From an optimization exercise on the open Yosys and OpenROAD flow, aimed at small area and few clock cycles per item; shortcuts taken in it are not production practice. Only simulation tests tie the RTL to the original design; equivalence was not proved. Power figures rest on the tool's default switching activity, not on a simulated workload.

==> flow/design.v <==
module padder1(in, byte_num, out);
    input      [63:0] in;
    input      [2:0]  byte_num;
    output reg [63:0] out;
    always @ (*)
      case (byte_num)
        0: out =             64'h0100000000000000;
        1: out = {in[63:56], 56'h01000000000000};
        2: out = {in[63:48], 48'h010000000000};
        3: out = {in[63:40], 40'h0100000000};
        4: out = {in[63:32], 32'h01000000};
        5: out = {in[63:24], 24'h010000};
        6: out = {in[63:16], 16'h0100};
        7: out = {in[63:8],   8'h01};
      endcase
endmodule
module padder(clk, reset, in, in_ready, is_last, byte_num, buffer_full, out, out_ready, f_ack);
    input              clk, reset;
    input      [63:0]  in;
    input              in_ready, is_last;
    input      [2:0]   byte_num;
    output             buffer_full;  
    output reg [575:0] out;          
    output             out_ready;    
    input              f_ack;        
    reg                state;       
    reg                done;         
    reg        [8:0]   i;            
    wire       [63:0]  v0;           
    reg        [63:0]  v1;           
    wire               accept,       
                       update;
    wire reset_r;
    assign buffer_full = i[8] | state;
    assign out_ready = i[8];
    assign accept = (~ state) & in_ready & (~ buffer_full);  
    assign update = (accept | (state & (~ out_ready))) & (~ done);  
    assign reset_r = reset | f_ack;
    always @ (posedge clk)
      if (reset_r)
        out <= 0;
      else if (update)
        out <= {out[575-64:0], v1};
    always @ (posedge clk)
      if (reset_r)
        i <= 0;
      else if (f_ack | update)
        i <= {i[7:0], 1'b1} & {9{~ f_ack}};
    always @ (posedge clk)
      if (reset_r)
        state <= 0;
      else if (accept & is_last)
        state <= 1;
    always @ (posedge clk)
      if (reset_r)
        done <= 0;
      else if (state & out_ready)
        done <= 1;
    padder1 p0 (in, byte_num, v0);
    always @ (*)
      begin
        if (state)
          begin
            v1 = 0;
            v1[7] = v1[7] | i[7];  
          end
        else if (is_last == 0)
          v1 = in;
        else
          begin
            v1 = v0;
            v1[7] = v1[7] | i[7];
          end
      end
endmodule
module rconst2in1 (
    i1,
    i2,
    rc1,
    rc2
);
    input [11:0] i1, i2;
    output [63:0] rc1, rc2;
    reg [63:0] rc1, rc2;
    always @(i1) begin
        rc1     = 0;
        rc1[0]  = i1[0] | i1[2] | i1[3] | i1[5] | i1[6] | i1[7] | i1[10] | i1[11];
        rc1[1]  = i1[1] | i1[2] | i1[4] | i1[6] | i1[8] | i1[9];
        rc1[3]  = i1[1] | i1[2] | i1[4] | i1[5] | i1[6] | i1[7] | i1[9];
        rc1[7]  = i1[1] | i1[2] | i1[3] | i1[4] | i1[6] | i1[7] | i1[10];
        rc1[15] = i1[1] | i1[2] | i1[3] | i1[5] | i1[6] | i1[7] | i1[8] | i1[9] | i1[10];
        rc1[31] = i1[3] | i1[5] | i1[6] | i1[10] | i1[11];
        rc1[63] = i1[1] | i1[3] | i1[7] | i1[8] | i1[10];
    end
    always @(i2) begin
        rc2     = 0;
        rc2[0]  = i2[2] | i2[3] | i2[6] | i2[7];
        rc2[1]  = i2[0] | i2[5] | i2[6] | i2[7] | i2[9];
        rc2[3]  = i2[3] | i2[4] | i2[5] | i2[6] | i2[9] | i2[11];
        rc2[7]  = i2[0] | i2[4] | i2[6] | i2[8] | i2[10];
        rc2[15] = i2[0] | i2[1] | i2[3] | i2[7] | i2[10] | i2[11];
        rc2[31] = i2[1] | i2[2] | i2[5] | i2[9] | i2[11];
        rc2[63] = i2[1] | i2[3] | i2[6] | i2[7] | i2[8] | i2[9] | i2[10] | i2[11];
    end
endmodule
module round2in1 (
    clk,
    reset,
    in,
    round_const_1,
    round_const_2,
    out
);
    input clk;
    input reset;
    input [1599:0] in;
    input [63:0] round_const_1, round_const_2;
    output [1599:0] out;
    wire [63:0] a[4:0] [4:0];
    wire [63:0] b[4:0];
    wire [63:0] c[4:0][4:0], d[4:0][4:0], e[4:0][4:0], f[4:0][4:0], g[4:0][4:0];
    reg  [63:0] e_r[4:0] [4:0];
    reg  [63:0] g_r[4:0] [4:0];
    wire [63:0] bb [4:0];
    wire [63:0] cc[4:0][4:0], dd[4:0][4:0], ee[4:0][4:0], ff[4:0][4:0], gg[4:0][4:0];
    reg [63:0] cc_r [4:0][4:0];
    genvar x, y;
    generate
        for (y = 0; y < 5; y = y + 1) begin : L0
            for (x = 0; x < 5; x = x + 1) begin : L1
                assign a[x][y] = in[1599 - 64*(5*y+x) : 1599 - 64*(5*y+x) - 63];
            end
        end
    endgenerate
    generate
        for (x = 0; x < 5; x = x + 1) begin : L2
            assign b[x] = a[x][0] ^ a[x][1] ^ a[x][2] ^ a[x][3] ^ a[x][4];
        end
    endgenerate
    generate
        for (y = 0; y < 5; y = y + 1) begin : L3
            for (x = 0; x < 5; x = x + 1) begin : L4
                assign c[x][y] = a[x][y] ^ b[(x == 0 ? 4 : x - 1)] ^ {b[(x == 4 ? 0 : x + 1)][62:0], b[(x == 4 ? 0 : x + 1)][63]};
            end
        end
    endgenerate
     assign d[0][0] = c[0][0];
     assign d[1][0] = {c[1][0][62:0], c[1][0][63]};
     assign d[2][0] = {c[2][0][63-62:0], c[2][0][63:63-62+1]};
     assign d[3][0] = {c[3][0][63-28:0], c[3][0][63:63-28+1]};
     assign d[4][0] = {c[4][0][63-27:0], c[4][0][63:63-27+1]};
     assign d[0][1] = {c[0][1][63-36:0], c[0][1][63:63-36+1]};
     assign d[1][1] = {c[1][1][63-44:0], c[1][1][63:63-44+1]};
     assign d[2][1] = {c[2][1][63-6:0], c[2][1][63:63-6+1]};
     assign d[3][1] = {c[3][1][63-55:0], c[3][1][63:63-55+1]};
     assign d[4][1] = {c[4][1][63-20:0], c[4][1][63:63-20+1]};
     assign d[0][2] = {c[0][2][63-3:0], c[0][2][63:63-3+1]};
     assign d[1][2] = {c[1][2][63-10:0], c[1][2][63:63-10+1]};
     assign d[2][2] = {c[2][2][63-43:0], c[2][2][63:63-43+1]};
     assign d[3][2] = {c[3][2][63-25:0], c[3][2][63:63-25+1]};
     assign d[4][2] = {c[4][2][63-39:0], c[4][2][63:63-39+1]};
     assign d[0][3] = {c[0][3][63-41:0], c[0][3][63:63-41+1]};
     assign d[1][3] = {c[1][3][63-45:0], c[1][3][63:63-45+1]};
     assign d[2][3] = {c[2][3][63-15:0], c[2][3][63:63-15+1]};
     assign d[3][3] = {c[3][3][63-21:0], c[3][3][63:63-21+1]};
     assign d[4][3] = {c[4][3][63-8:0], c[4][3][63:63-8+1]};
     assign d[0][4] = {c[0][4][63-18:0], c[0][4][63:63-18+1]};
     assign d[1][4] = {c[1][4][63-2:0], c[1][4][63:63-2+1]};
     assign d[2][4] = {c[2][4][63-61:0], c[2][4][63:63-61+1]};
     assign d[3][4] = {c[3][4][63-56:0], c[3][4][63:63-56+1]};
     assign d[4][4] = {c[4][4][63-14:0], c[4][4][63:63-14+1]};
    assign e[0][0] = d[0][0];
    assign e[0][2] = d[1][0];
    assign e[0][4] = d[2][0];
    assign e[0][1] = d[3][0];
    assign e[0][3] = d[4][0];
    assign e[1][3] = d[0][1];
    assign e[1][0] = d[1][1];
    assign e[1][2] = d[2][1];
    assign e[1][4] = d[3][1];
    assign e[1][1] = d[4][1];
    assign e[2][1] = d[0][2];
    assign e[2][3] = d[1][2];
    assign e[2][0] = d[2][2];
    assign e[2][2] = d[3][2];
    assign e[2][4] = d[4][2];
    assign e[3][4] = d[0][3];
    assign e[3][1] = d[1][3];
    assign e[3][3] = d[2][3];
    assign e[3][0] = d[3][3];
    assign e[3][2] = d[4][3];
    assign e[4][2] = d[0][4];
    assign e[4][4] = d[1][4];
    assign e[4][1] = d[2][4];
    assign e[4][3] = d[3][4];
    assign e[4][0] = d[4][4];
    integer yy, xx;
    always @(posedge clk) begin
        if (reset) begin
            for (yy = 0; yy < 5; yy = yy + 1) begin
                for (xx = 0; xx < 5; xx = xx + 1) begin
                    e_r[xx][yy] <= 0;
                end
            end
        end else begin
            for (yy = 0; yy < 5; yy = yy + 1) begin
                for (xx = 0; xx < 5; xx = xx + 1) begin
                    e_r[xx][yy] <= e[xx][yy];
                end
            end
        end
    end
    generate
        for (y = 0; y < 5; y = y + 1) begin : L5
            for (x = 0; x < 5; x = x + 1) begin : L6
                assign f[x][y] = e_r[x][y] ^ ((~e_r[(x == 4 ? 0 : x + 1)][y]) & e_r[(x == 3 ? 0 : x == 4 ? 1 : x + 2)][y]);
            end
        end
    endgenerate
    generate
        for (x = 0; x < 64; x = x + 1) begin : L60
            if (x == 0 || x == 1 || x == 3 || x == 7 || x == 15 || x == 31 || x == 63)
                assign g[0][0][x] = f[0][0][x] ^ round_const_1[x];
            else assign g[0][0][x] = f[0][0][x];
        end
    endgenerate
    generate
        for (y = 0; y < 5; y = y + 1) begin : L7
            for (x = 0; x < 5; x = x + 1) begin : L8
                if (x != 0 || y != 0) assign g[x][y] = f[x][y];
            end
        end
    endgenerate
    always @(posedge clk) begin
        if (reset) begin
            for (yy = 0; yy < 5; yy = yy + 1) begin
                for (xx = 0; xx < 5; xx = xx + 1) begin
                    g_r[xx][yy] <= 0;
                end
            end
        end else begin
            for (yy = 0; yy < 5; yy = yy + 1) begin
                for (xx = 0; xx < 5; xx = xx + 1) begin
                    g_r[xx][yy] <= g[xx][yy];
                end
            end
        end
    end
    generate
        for (x = 0; x < 5; x = x + 1) begin : L12
            assign bb[x] = g_r[x][0] ^ g_r[x][1] ^ g_r[x][2] ^ g_r[x][3] ^ g_r[x][4];
        end
    endgenerate
    generate
        for (y = 0; y < 5; y = y + 1) begin : L13
            for (x = 0; x < 5; x = x + 1) begin : L14
                assign cc[x][y] = g_r[x][y] ^ bb[(x == 0 ? 4 : x - 1)] ^ {bb[(x == 4 ? 0 : x + 1)][62:0], bb[(x == 4 ? 0 : x + 1)][63]};
            end
        end
    endgenerate
    always @(posedge clk) begin
        if (reset) begin
            for (yy = 0; yy < 5; yy = yy + 1) begin
                for (xx = 0; xx < 5; xx = xx + 1) begin
                    cc_r[xx][yy] <= 0;
                end
            end
        end else begin
            for (yy = 0; yy < 5; yy = yy + 1) begin
                for (xx = 0; xx < 5; xx = xx + 1) begin
                    cc_r[xx][yy] <= cc[xx][yy];
                end
            end
        end
    end
    assign dd[0][0] = cc_r[0][0];
    assign dd[1][0] = {cc_r[1][0][62:0], cc_r[1][0][63]};
    assign dd[2][0] = {cc_r[2][0][63-62:0], cc_r[2][0][63:63-62+1]};
    assign dd[3][0] = {cc_r[3][0][63-28:0], cc_r[3][0][63:63-28+1]};
    assign dd[4][0] = {cc_r[4][0][63-27:0], cc_r[4][0][63:63-27+1]};
    assign dd[0][1] = {cc_r[0][1][63-36:0], cc_r[0][1][63:63-36+1]};
    assign dd[1][1] = {cc_r[1][1][63-44:0], cc_r[1][1][63:63-44+1]};
    assign dd[2][1] = {cc_r[2][1][63-6:0], cc_r[2][1][63:63-6+1]};
    assign dd[3][1] = {cc_r[3][1][63-55:0], cc_r[3][1][63:63-55+1]};
    assign dd[4][1] = {cc_r[4][1][63-20:0], cc_r[4][1][63:63-20+1]};
    assign dd[0][2] = {cc_r[0][2][63-3:0], cc_r[0][2][63:63-3+1]};
    assign dd[1][2] = {cc_r[1][2][63-10:0], cc_r[1][2][63:63-10+1]};
    assign dd[2][2] = {cc_r[2][2][63-43:0], cc_r[2][2][63:63-43+1]};
    assign dd[3][2] = {cc_r[3][2][63-25:0], cc_r[3][2][63:63-25+1]};
    assign dd[4][2] = {cc_r[4][2][63-39:0], cc_r[4][2][63:63-39+1]};
    assign dd[0][3] = {cc_r[0][3][63-41:0], cc_r[0][3][63:63-41+1]};
    assign dd[1][3] = {cc_r[1][3][63-45:0], cc_r[1][3][63:63-45+1]};
    assign dd[2][3] = {cc_r[2][3][63-15:0], cc_r[2][3][63:63-15+1]};
    assign dd[3][3] = {cc_r[3][3][63-21:0], cc_r[3][3][63:63-21+1]};
    assign dd[4][3] = {cc_r[4][3][63-8:0], cc_r[4][3][63:63-8+1]};
    assign dd[0][4] = {cc_r[0][4][63-18:0], cc_r[0][4][63:63-18+1]};
    assign dd[1][4] = {cc_r[1][4][63-2:0], cc_r[1][4][63:63-2+1]};
    assign dd[2][4] = {cc_r[2][4][63-61:0], cc_r[2][4][63:63-61+1]};
    assign dd[3][4] = {cc_r[3][4][63-56:0], cc_r[3][4][63:63-56+1]};
    assign dd[4][4] = {cc_r[4][4][63-14:0], cc_r[4][4][63:63-14+1]};
    assign ee[0][0] = dd[0][0];
    assign ee[0][2] = dd[1][0];
    assign ee[0][4] = dd[2][0];
    assign ee[0][1] = dd[3][0];
    assign ee[0][3] = dd[4][0];
    assign ee[1][3] = dd[0][1];
    assign ee[1][0] = dd[1][1];
    assign ee[1][2] = dd[2][1];
    assign ee[1][4] = dd[3][1];
    assign ee[1][1] = dd[4][1];
    assign ee[2][1] = dd[0][2];
    assign ee[2][3] = dd[1][2];
    assign ee[2][0] = dd[2][2];
    assign ee[2][2] = dd[3][2];
    assign ee[2][4] = dd[4][2];
    assign ee[3][4] = dd[0][3];
    assign ee[3][1] = dd[1][3];
    assign ee[3][3] = dd[2][3];
    assign ee[3][0] = dd[3][3];
    assign ee[3][2] = dd[4][3];
    assign ee[4][2] = dd[0][4];
    assign ee[4][4] = dd[1][4];
    assign ee[4][1] = dd[2][4];
    assign ee[4][3] = dd[3][4];
    assign ee[4][0] = dd[4][4];
    generate
        for (y = 0; y < 5; y = y + 1) begin : L15
            for (x = 0; x < 5; x = x + 1) begin : L16
                assign ff[x][y] = ee[x][y] ^ ((~ee[(x == 4 ? 0 : x + 1)][y]) & ee[(x == 3 ? 0 : x == 4 ? 1 : x + 2)][y]);
            end
        end
    endgenerate
    generate
        for (x = 0; x < 64; x = x + 1) begin : L160
            if (x == 0 || x == 1 || x == 3 || x == 7 || x == 15 || x == 31 || x == 63)
                assign gg[0][0][x] = ff[0][0][x] ^ round_const_2[x];
            else assign gg[0][0][x] = ff[0][0][x];
        end
    endgenerate
    generate
        for (y = 0; y < 5; y = y + 1) begin : L17
            for (x = 0; x < 5; x = x + 1) begin : L18
                if (x != 0 || y != 0) assign gg[x][y] = ff[x][y];
            end
        end
    endgenerate
    generate
        for (y = 0; y < 5; y = y + 1) begin : L99
            for (x = 0; x < 5; x = x + 1) begin : L100
                assign out[1599 - 64*(5*y+x) : 1599 - 64*(5*y+x) - 63] = gg[x][y];
            end
        end
    endgenerate
endmodule
module f_permutation (
    clk,
    reset,
    in,
    in_ready,
    ack,
    out,
    out_ready
);
    input clk, reset;
    input [575:0] in;
    input in_ready;
    output ack;
    output reg [1599:0] out;
    output out_ready;
    reg [10:0] i;   
    reg [10:0] i1_r, i2_r, i3_r, i4_r;
    reg [10:0]
        i1_d_r, i2_d_r, i3_d_r, i4_d_r;  
    reg [10:0] i1_d_r1, i2_d_r1, i3_d_r1, i4_d_r1;  
    reg [10:0] i1_d_r2, i2_d_r2, i3_d_r2, i4_d_r2;
    reg [10:0] i1_d_r3, i2_d_r3, i3_d_r3, i4_d_r3;
    reg [10:0] i1_d_r4, i2_d_r4, i3_d_r4, i4_d_r4;
    reg i1_next_exce, i2_next_exce, i3_next_exce, i4_next_exce;
    reg [3:0] i1_h_rr, i2_h_rr, i3_h_rr, i4_h_rr;
    wire i1_h_fall, i2_h_fall, i3_h_fall, i4_h_fall;
    reg [ 3:0] pp_state_r; 
    reg [ 3:0] pp_state_r1;
    reg [10:0] i_d_r1;
    reg [ 3:0] clk_shift;
    wire [1599:0] round_in, round_out;
    wire [63:0] rc1, rc2;
    reg [11:0] rconst_i1, rconst_i2;
    reg  [575:0] in_buf; 
    wire         update;
    reg update_r1, update_r2, update_r3, update_r4;
    wire accept;
    reg accept_r1, accept_r2;
    reg        calc;   
    wire       in_ready_rise;
    reg  [1:0] in_ready_rr;
    reg input_change_r1, input_change_r2;
    wire input_hold;
    assign update        = calc | accept;
    assign accept        = in_ready & (|(clk_shift & ~pp_state_r));
    assign in_ready_rise = in_ready_rr == 2'b01 ? 1'b1 : 1'b0;
    assign ack           = accept;
    always @(posedge clk) begin
        if (reset) begin
            in_buf <= 0;
        end else if (accept) begin
            in_buf <= in;
        end
    end
    always @(posedge clk) begin
        if (reset) begin
            in_ready_rr <= 0;
        end else begin
            in_ready_rr <= {in_ready_rr[0], in_ready};
        end
    end
    always @(posedge clk)
        if (reset) begin
            calc <= 0;
        end else begin
            calc <= (pp_state_r != 4'b0000) | accept;
        end
    always @(posedge clk) begin
        if (reset) begin
            accept_r1 <= 0;
        end else begin
            accept_r1 <= accept;
        end
    end
    always @(posedge clk) begin
        if (reset) begin
            update_r1 <= 0;
            update_r2 <= 0;
            update_r3 <= 0;
            update_r4 <= 0;
        end else begin
            update_r1 <= update;
            update_r2 <= update_r1;
            update_r3 <= update_r2;
            update_r4 <= update_r3;
        end
    end
    always @(posedge clk) begin
        if (reset) begin
            clk_shift <= 2'b01;
        end else begin
            clk_shift <= {clk_shift[2:0], clk_shift[3]};
        end
    end
    always @(posedge clk)
        if (reset) begin
            i <= 0;
        end else if (accept) begin
            i <= {i[9:0], 1'b1};
        end else if (clk_shift == 2'd1) begin
            i <= {i[9:0], 1'b0};
        end
    always @(posedge clk) begin
        if (reset) begin
            i_d_r1 <= 0;
        end else begin
            i_d_r1 <= i;
        end
    end
    always @(posedge clk) begin
        if (reset) begin
            input_change_r1 <= 0;
            pp_state_r      <= 0;
            i1_r <= 0;
            i2_r <= 0;
            i3_r <= 0;
            i4_r <= 0;
            i1_d_r       <= 0;
            i2_d_r       <= 0;
            i3_d_r       <= 0;
            i4_d_r       <= 0;
            pp_state_r   <= 0;
            i1_next_exce <= 0;
            i2_next_exce <= 0;
            i3_next_exce <= 0;
            i4_next_exce <= 0;
        end else begin
            input_change_r1 <= 0;
            if (i1_h_fall) pp_state_r[0] <= 0;
            else if (i2_h_fall) pp_state_r[1] <= 0;
            else if (i3_h_fall) pp_state_r[2] <= 0;
            else if (i4_h_fall) pp_state_r[3] <= 0;
            case (clk_shift)
                'b0001: begin
                    i1_r        <= {i1_r[9:0], 1'b0};
                    i1_d_r      <= i1_r;
                    if (accept & ~pp_state_r[0]) begin
                        input_change_r1 <= 1;
                        pp_state_r[0]   <= 1;
                        i1_next_exce    <= 1;
                        i1_r            <= {10'b0, 1'b1};
                    end else if (i1_next_exce) begin
                        i1_next_exce <= 0;
                    end
                end
                'b0010: begin
                    i2_r   <= {i2_r[9:0], 1'b0};
                    i2_d_r <= i2_r;
                    if (accept & ~pp_state_r[1]) begin
                        input_change_r1 <= 1;
                        pp_state_r[1]   <= 1;
                        i2_next_exce    <= 1;
                        i2_r            <= {10'b0, 1'b1};
                    end else if (i2_next_exce) begin
                        i2_next_exce <= 0;
                    end
                end
                'b0100: begin
                    i3_r   <= {i3_r[9:0], 1'b0};
                    i3_d_r <= i3_r;
                    if (accept & ~pp_state_r[2]) begin
                        input_change_r1 <= 1;
                        pp_state_r[2]   <= 1;
                        i3_next_exce    <= 1;
                        i3_r            <= {10'b0, 1'b1};
                    end else if (i3_next_exce) begin
                        i3_next_exce <= 0;
                    end
                end
                'b1000: begin
                    i4_r   <= {i4_r[9:0], 1'b0};
                    i4_d_r <= i4_r;
                    if (accept & ~pp_state_r[3]) begin
                        input_change_r1 <= 1;
                        pp_state_r[3]   <= 1;
                        i4_next_exce    <= 1;
                        i4_r            <= {10'b0, 1'b1};
                    end else if (i4_next_exce) begin
                        i4_next_exce <= 0;
                    end
                end
            endcase
        end
    end
    always @(posedge clk) begin
        if (reset) begin
            i1_d_r1 <= 0;
            i2_d_r1 <= 0;
            i3_d_r1 <= 0;
            i4_d_r1 <= 0;
            i1_d_r2 <= 0;
            i2_d_r2 <= 0;
            i3_d_r2 <= 0;
            i4_d_r2 <= 0;
            i1_d_r3 <= 0;
            i2_d_r3 <= 0;
            i3_d_r3 <= 0;
            i4_d_r3 <= 0;
            i1_d_r4 <= 0;
            i2_d_r4 <= 0;
            i3_d_r4 <= 0;
            i4_d_r4 <= 0;
        end else begin
            i1_d_r1 <= i1_r;
            i1_d_r2 <= i1_d_r1;
            i1_d_r3 <= i1_d_r2;
            i1_d_r4 <= i1_d_r3;
            i2_d_r1 <= i2_r;
            i2_d_r2 <= i2_d_r1;
            i2_d_r3 <= i2_d_r2;
            i2_d_r4 <= i2_d_r3;
            i3_d_r1 <= i3_r;
            i3_d_r2 <= i3_d_r1;
            i3_d_r3 <= i3_d_r2;
            i3_d_r4 <= i3_d_r3;
            i4_d_r1 <= i4_r;
            i4_d_r2 <= i4_d_r1;
            i4_d_r3 <= i4_d_r2;
            i4_d_r4 <= i4_d_r3;
        end
    end
    always @(posedge clk) begin
        if (reset) input_change_r2 <= 0;
        else input_change_r2 <= input_change_r1;
    end
    assign i1_h_fall = i1_h_rr[3:0] == 4'b1111 ? 1'b1 : 1'b0;
    assign i2_h_fall = i2_h_rr[3:0] == 4'b1111 ? 1'b1 : 1'b0;
    assign i3_h_fall = i3_h_rr[3:0] == 4'b1111 ? 1'b1 : 1'b0;
    assign i4_h_fall = i4_h_rr[3:0] == 4'b1111 ? 1'b1 : 1'b0;
    always @(posedge clk) begin
        if (reset) begin
            i1_h_rr <= 0;
            i2_h_rr <= 0;
            i3_h_rr <= 0;
            i4_h_rr <= 0;
        end else begin
            i1_h_rr <= {i1_h_rr[2:0], i1_d_r[10]};
            i2_h_rr <= {i2_h_rr[2:0], i2_d_r[10]};
            i3_h_rr <= {i3_h_rr[2:0], i3_d_r[10]};
            i4_h_rr <= {i4_h_rr[2:0], i4_d_r[10]};
        end
    end
    assign out_ready  = i1_h_fall | i2_h_fall | i3_h_fall | i4_h_fall;
    assign input_hold = input_change_r1 | input_change_r2;
    assign round_in   = input_change_r1 ? {in_buf ^ 576'b0, 1024'b0} : out;
    always @(posedge clk) begin
        if (reset) begin
            rconst_i1 <= 0;
            rconst_i2 <= 0;
        end else begin
            case (clk_shift)
                'b0001: begin 
                    rconst_i1 <= {i4_d_r[10], i4_r};
                    rconst_i2 <= {i2_d_r[10], i2_r};
                end
                'b0010: begin 
                    rconst_i1 <= {i1_d_r[10], i1_r};
                    rconst_i2 <= {i3_d_r[10], i3_r};
                end
                'b0100: begin 
                    rconst_i1 <= {i2_d_r[10], i2_r};
                    rconst_i2 <= {i4_d_r[10], i4_r};
                end
                'b1000: begin 
                    rconst_i1 <= {i3_d_r[10], i3_r};
                    rconst_i2 <= {i1_d_r[10], i1_r};
                end
                default: begin
                    rconst_i1 <= 0;
                    rconst_i2 <= 0;
                end
            endcase
        end
    end
    rconst2in1 rconst_ (
        rconst_i1,
        rconst_i2,
        rc1,
        rc2
    );
    round2in1 round_ (
        clk,
        reset,
        round_in,
        rc1,
        rc2,
        round_out
    );
    always @(posedge clk)
        if (reset) begin
            out <= 0;
        end else if (update_r3) begin
            out <= round_out;
        end else begin
            out <= 0;
        end
endmodule
module keccak(clk, reset, in, in_ready, is_last, byte_num, buffer_full, out, out_ready);
    input              clk, reset;
    input      [63:0]  in;
    input              in_ready, is_last;
    input      [2:0]   byte_num;
    output             buffer_full;  
    output     [511:0] out;
    output out_ready;
    reg                state;     
    wire       [575:0] padder_out,
                       padder_out_1;  
    wire               padder_out_ready;
    wire               f_ack;
    wire      [1599:0] f_out;
    wire               f_out_ready;
    wire       [511:0] out1;       
    reg        [10:0]  i;          
    genvar w, b;
    assign out1 = f_out[1599:1599-511];
    always @ (posedge clk)
      if (reset)
        i <= 0;
      else
        i <= {i[9:0], state & f_ack};
    always @ (posedge clk)
      if (reset)
        state <= 0;
      else if (is_last)
        state <= 1;
    generate
      for(w=0; w<8; w=w+1)
        begin : L0
          for(b=0; b<8; b=b+1)
            begin : L1
              assign out[(((w)*64 + (b)*8) + 7):((w)*64 + (b)*8)] = out1[(((w)*64 + (7-b)*8) + 7):((w)*64 + (7-b)*8)];
            end
        end
    endgenerate
    generate
      for(w=0; w<9; w=w+1)
        begin : L2
          for(b=0; b<8; b=b+1)
            begin : L3
              assign padder_out[(((w)*64 + (b)*8) + 7):((w)*64 + (b)*8)] = padder_out_1[(((w)*64 + (7-b)*8) + 7):((w)*64 + (7-b)*8)];
            end
        end
    endgenerate
    padder
      padder_ (clk, reset, in, in_ready, is_last, byte_num, buffer_full, padder_out_1, padder_out_ready, f_ack);
    f_permutation
      f_permutation_ (clk, reset, padder_out, padder_out_ready, f_ack, f_out, f_out_ready);
    assign out_ready = f_out_ready;
endmodule
==> flow/run.sh <==
#!/bin/bash
# synth_recipe.tcl (not shown) runs the flow's synth.tcl, then flattens the netlist and writes it again
# the make line also repeats each setting of config.mk as NAME=value (left out here)
make -C /OpenROAD-flow-scripts/flow DESIGN_CONFIG=/design/flow/config.mk WORK_HOME=/design/flow/orfs CLKGATE_MAP_FILE= SYNTH_SCRIPT=/design/flow/synth_recipe.tcl finish
==> flow/config.mk <==
export PLATFORM = sky130hd
export DESIGN_NAME = keccak
export DESIGN_NICKNAME = keccak
export VERILOG_FILES = /design/flow/design.v
export SDC_FILE = /design/flow/constraint.sdc
export NUM_CORES = 8
export LEC_CHECK = 0
export CAP_MARGIN = 35
export CORE_MARGIN = 2
export CORE_UTILIZATION = 25
export SLEW_MARGIN = 35
==> flow/constraint.sdc <==
create_clock -name core_clock -period 5.0 [get_ports {clk}]
set_input_delay 1.0000 -clock core_clock [delete_from_list [all_inputs] [get_ports {clk}]]
set_output_delay 1.0000 -clock core_clock [all_outputs]
set_load 0.01 [all_outputs]
==> results_tabular.tex <==
\begin{tabular}{lr}
\hline
Metric & Value \\
\hline
\multicolumn{2}{l}{\textbf{Floorplan}} \\
Site row count & between 400 and 500 \\
CORE AREA & approximately 1400000 µm² \\
Count of pins on the block boundary & 585 \\
Die outline height & 1180 µm \\
Die Outline Area & about 1400000 µm² \\
Starting utilization of the core area & about 25\% \\
Width of the die & $\sim$1200 µm \\
\multicolumn{2}{l}{\textbf{Clocking}} \\
Number of buffers created by CTS & between 900 and 1k \\
Reg clk slew, reported paths & $\sim$0.06 ns \\
H-Tree Depth & 6 \\
Post-cts gate resize count & 0 \\
Master cell of the clock root buffer & sky130\_fd\_sc\_hd\_\_clkbuf\_16 \\
CTS sink count & about 7.7k \\
Hold buffers post-CTS & 0 \\
Count of buffers added by post-CTS timing repair for setup & 0 \\
Max clock buf depth & 5 \\
Insertion delay of the later-clocked pin in the worst-skew pair & around 1.4 ns \\
Clock tree from TritonCTS & yes \\
\multicolumn{2}{l}{\textbf{Detailed routing}} \\
Detail Route Antenna Nets & 0 \\
Via density per instance & approximately 5.0 \\
Initial detailed-routing violation count & around 55k \\
Vias after detailed routing & 312k \\
Total length of routed wires & $\sim$3300000 µm \\
Average wire per cell in the routed design & approximately 53 µm \\
\# DRC & 0 \\
Number of optimization iterations in the first detailed-route pass & 7 \\
\multicolumn{2}{l}{\textbf{Critical path}} \\
Worst Path Required & 6.20 ns \\
Type of element launching the critical path & flip-flop \\
Worst Setup Path Type & flip-flop to flip-flop \\
WP data arrival & around 5.5 ns \\
Sort of element at the end of the critical path & flip-flop \\
Peak fanout along the critical path & 19 \\
\multicolumn{2}{l}{\textbf{STA}} \\
Number of max-slew violations in the final report & 0 \\
Tmin final & 4.32 ns \\
Final Hold Violating Endpoints & 0 \\
Setup slack after layout & $\sim$0.7 ns \\
Final setup fails & 0 \\
RSZ-0062 raised after global routing & false \\
Setup total negative slack & 0 ns \\
Normalized max-slew margin & between 10\% and 20\% \\
Worst-Margin Slew & about 1.3 ns \\
Period utilization & 86.4\% \\
Clock skew & 0.143 ns \\
Highest Clock Rate & around 0.23 GHz \\
\multicolumn{2}{l}{\textbf{GRT}} \\
First-pass GRT wire length & between 3000000 and 4000000 µm \\
Number of antenna violations at the first check in global routing & slightly below 1k \\
Number of global-route vias before repair & approximately 260k \\
All-layer global routing usage & about 46\% \\
GR Overflow Total & 0 \\
Largest net degree at the start of global routing & 137 \\
\multicolumn{2}{l}{\textbf{Yosys}} \\
Post-synthesis cell type count & 45 \\
Top cells by area, synth & sky130\_fd\_sc\_hd\_\_dfxtp\_1, sky130\_fd\_sc\_hd\_\_xnor2\_1, sky130\_fd\_sc\_hd\_\_nor2b\_1 \\
Mean instance size in the synthesized netlist & slightly above 9 µm² \\
Flop and latch count out of synthesis & 7664 \\
Portion of synthesized cell area occupied by the leading cell type & 44.4\% \\
YS warnings & 9 \\
Cell accounting for the most synthesized area & sky130\_fd\_sc\_hd\_\_dfxtp\_1 \\
Post-Synthesis Cell Area & 346000 µm² \\
Number of nets in the synthesized netlist & $\sim$37k \\
Async SR Flop Fraction & 0\% \\
Share of synthesized area occupied by flip-flops and latches & between 40 and 50\% \\
Number of enable-type register cells in the synthesized netlist & 0 \\
Most numerous cell in the Yosys netlist & sky130\_fd\_sc\_hd\_\_dfxtp\_1 \\
Ranking of synthesized cells by instance count & sky130\_fd\_sc\_hd\_\_dfxtp\_1, sky130\_fd\_sc\_hd\_\_xnor2\_1, sky130\_fd\_sc\_hd\_\_nor2\_1 \\
Number of standard cells after synthesis & $\sim$37k \\
Synth Flop Type & sky130\_fd\_sc\_hd\_\_dfxtp\_1 \\
\multicolumn{2}{l}{\textbf{Finish}} \\
Layout cells sized above 1 & around a fifth \\
Area growth from synthesis to layout & 26.5\% \\
Net count, final & 38.5k \\
\multicolumn{2}{l}{\textbf{Hold path}} \\
Min-Delay Path Class & input pin to flip-flop \\
\multicolumn{2}{l}{\textbf{Run}} \\
Max-cap check violation count & 0 \\
\multicolumn{2}{l}{\textbf{Place}} \\
HPWL reported at the end of detailed placement & 2920000 µm \\
Pre-CTS setup slack & 0.915 ns \\
IO Port Bufs & $\sim$600 \\
Routability-driven placement congestion ratio & around 1.1 \\
\multicolumn{2}{l}{\textbf{Power and ir drop}} \\
Total chip power & $\sim$140 mW \\
Power per cell area & around 320 nW/µm² \\
Leakage power figure & $\sim$150 nW \\
Max VDD drop & approximately 350 µV \\
\multicolumn{2}{l}{\textbf{Outcome}} \\
Status & no timing/DRC/antenna violations \\
\hline
\end{tabular}
[flip-flops by register name, indices dropped and copies added, names as in the netlist, 4 cells and up]
| signal | flops |
|---|---|
| f_permutation_.i3_r | 11 |
| f_permutation_.i2_r | 11 |
| f_permutation_.i1_h_rr | 4 |
| padder_.i | 9 |
| f_permutation_.in_buf | 576 |
| padder_.out | 576 |
| f_permutation_.clk_shift | 4 |
| f_permutation_.rconst_i2 | 12 |
| f_permutation_.i1_r | 11 |
| f_permutation_.i4_h_rr | 4 |
| f_permutation_.round_.g_r | 1600 |
| f_permutation_.out | 1600 |
| f_permutation_.i2_h_rr | 4 |
| f_permutation_.rconst_i1 | 12 |
| f_permutation_.round_.cc_r | 1600 |
| f_permutation_.round_.e_r | 1600 |
| f_permutation_.pp_state_r | 4 |
| f_permutation_.i4_r | 11 |
| f_permutation_.i3_h_rr | 4 |
[final cells by class]
| type | count | area, µm² |
|---|---|---|
| diodes | 4699 | 11800 |
| clock buffers | 1432 | 28700 |
| clock inverters | 352 | 4770 |
| fillers | 145000 | 944000 |
| inverters | 136 | 518 |
| multi-input cells | 27000 | 187000 |
| flip-flops and latches | 7664 | 155000 |
| well taps | 18400 | 23100 |
| repair buffers | 2747 | 26800 |
[stage by stage]
stage | std cells | cell area [µm²] | utilization [%] | hold slack (ns)
floorplan | 37000 | 346000 | - | 0.414
global placement | 55800 | 387000 | 28.0 | 0.417
detailed placement | 55900 | 392000 | 28.4 | 0.426
CTS | 57700 | 425000 | 30.8 | 0.193
global route | 61500 | 435000 | 31.5 | 0.127
finish | 62400 | 437000 | 31.7 | 0.142
[placed cells by master, fill, tap and decap left out, types with 185 or more instances in the layout]
cell | netlist | routed
sky130_fd_sc_hd__nand2_1 | 3742 | 3741
sky130_fd_sc_hd__a21boi_0 | 385 | 385
sky130_fd_sc_hd__nor3_1 | 647 | 379
sky130_fd_sc_hd__buf_12 | 0 | 308
sky130_fd_sc_hd__mux2i_1 | 428 | 391
sky130_fd_sc_hd__nor2b_1 | 3287 | 3281
sky130_fd_sc_hd__nand2b_1 | 328 | 326
sky130_fd_sc_hd__nor3_2 | 0 | 241
sky130_fd_sc_hd__o21ai_0 | 418 | 417
sky130_fd_sc_hd__xnor2_1 | 4625 | 4458
sky130_fd_sc_hd__clkinv_2 | 0 | 185
sky130_fd_sc_hd__xnor3_1 | 895 | 895
sky130_fd_sc_hd__and2_1 | 640 | 640
sky130_fd_sc_hd__dfxtp_2 | 0 | 662
sky130_fd_sc_hd__diode_2 | 0 | 4699
sky130_fd_sc_hd__o21ai_1 | 235 | 235
sky130_fd_sc_hd__clkbuf_8 | 0 | 250
sky130_fd_sc_hd__dfxtp_1 | 7664 | 6846
sky130_fd_sc_hd__buf_4 | 532 | 1814
sky130_fd_sc_hd__clkdlybuf4s50_1 | 0 | 579
sky130_fd_sc_hd__clkbuf_16 | 0 | 978
sky130_fd_sc_hd__or2_2 | 1288 | 1288
sky130_fd_sc_hd__xor2_2 | 248 | 251
sky130_fd_sc_hd__mux2_2 | 940 | 941
sky130_fd_sc_hd__clkbuf_1 | 1498 | 204
sky130_fd_sc_hd__nor2_1 | 4105 | 4072
sky130_fd_sc_hd__xor2_1 | 261 | 258
sky130_fd_sc_hd__nor3b_1 | 1024 | 1024
sky130_fd_sc_hd__a21oi_1 | 3173 | 2884
[per-layer routing]
metal | wire length [µm] | global-route usage (%)
met5 | 2300 | 0.233
met4 | 360000 | 44.7
met3 | 361000 | 16.4
met2 | 1270000 | 59.3
met1 | 1320000 | 56.6
[power breakdown]
group	total, mW	switching [mW]	leakage (nW)	internal, mW
Combinational	2.52	2.00	75.3	0.524
Sequential	61.2	0.196	62.2	61.0
Clock	76.4	32.8	16.5	43.5
Total	140	35.0	154	105
[critical path, stage by stage (launching register included)]
cell                       delay (ns)
sky130_fd_sc_hd__dfxtp_4         0.98
sky130_fd_sc_hd__inv_8           0.25
sky130_fd_sc_hd__buf_16          0.28
sky130_fd_sc_hd__buf_12          0.42
sky130_fd_sc_hd__buf_4           0.20
sky130_fd_sc_hd__buf_4           0.22
sky130_fd_sc_hd__a21boi_0        0.38
sky130_fd_sc_hd__xnor3_1         0.30
sky130_fd_sc_hd__nor2_2          0.39
sky130_fd_sc_hd__buf_4           0.32
[kinds of logic after synthesis]
family                    share of synthesized area (%)
buffers and inverters                              3.17
AOI/OAI and AO/OA                                  6.60
muxes                                              4.65
xor gates and xnor gates                           19.4
and+or+nand+nor                                    21.8
DFF                                                44.4
[final timing paths]
| kind | endpoint | cells after the start | from | slack, ns |
|---|---|---|---|---|
| setup / recovery | f_permutation_.round_.e_r[16][63] | 9 | f_permutation_.input_change_r1 | 0.68 |
| hold / removal | f_permutation_.in_buf[185] | 2 | reset | 0.14 |
| setup reg to reg | f_permutation_.round_.e_r[16][63] | 9 | f_permutation_.input_change_r1 | 0.68 |
| hold reg to reg | padder_.out[324] | 2 | padder_.out[260] | 0.41 |
Testbench counts, summed over its fixed seeds: cycles 21,104, items 1,600.

-- port drivers added, routing unchanged --
Ports are ideal in the flow. The routed layout listed here was re-timed in OpenROAD.
Step 1 assumes that a clkbuf_16 drives the clock port and a buf_2 every other input.
Step 2 moves the port delays by t, midway between the first and last clock arrival at a register: inputs arrive t later, outputs are due t later. That takes back most of the time a late clock gives input paths.
Slacks: no drivers / after step 1 / after step 2; pairs: no drivers / after step 1.
shift t [ns]: 1.501
setup slack, ns: 0.680 / 0.524 / 0.680
worst setup path after step 2: register to register
worst data-port slew with drivers (ns): 0.09
After both steps this run still meets setup and hold. For this run, drivers alone change the setup slack by -0.156 ns; drivers and shift together by 0.000 ns.
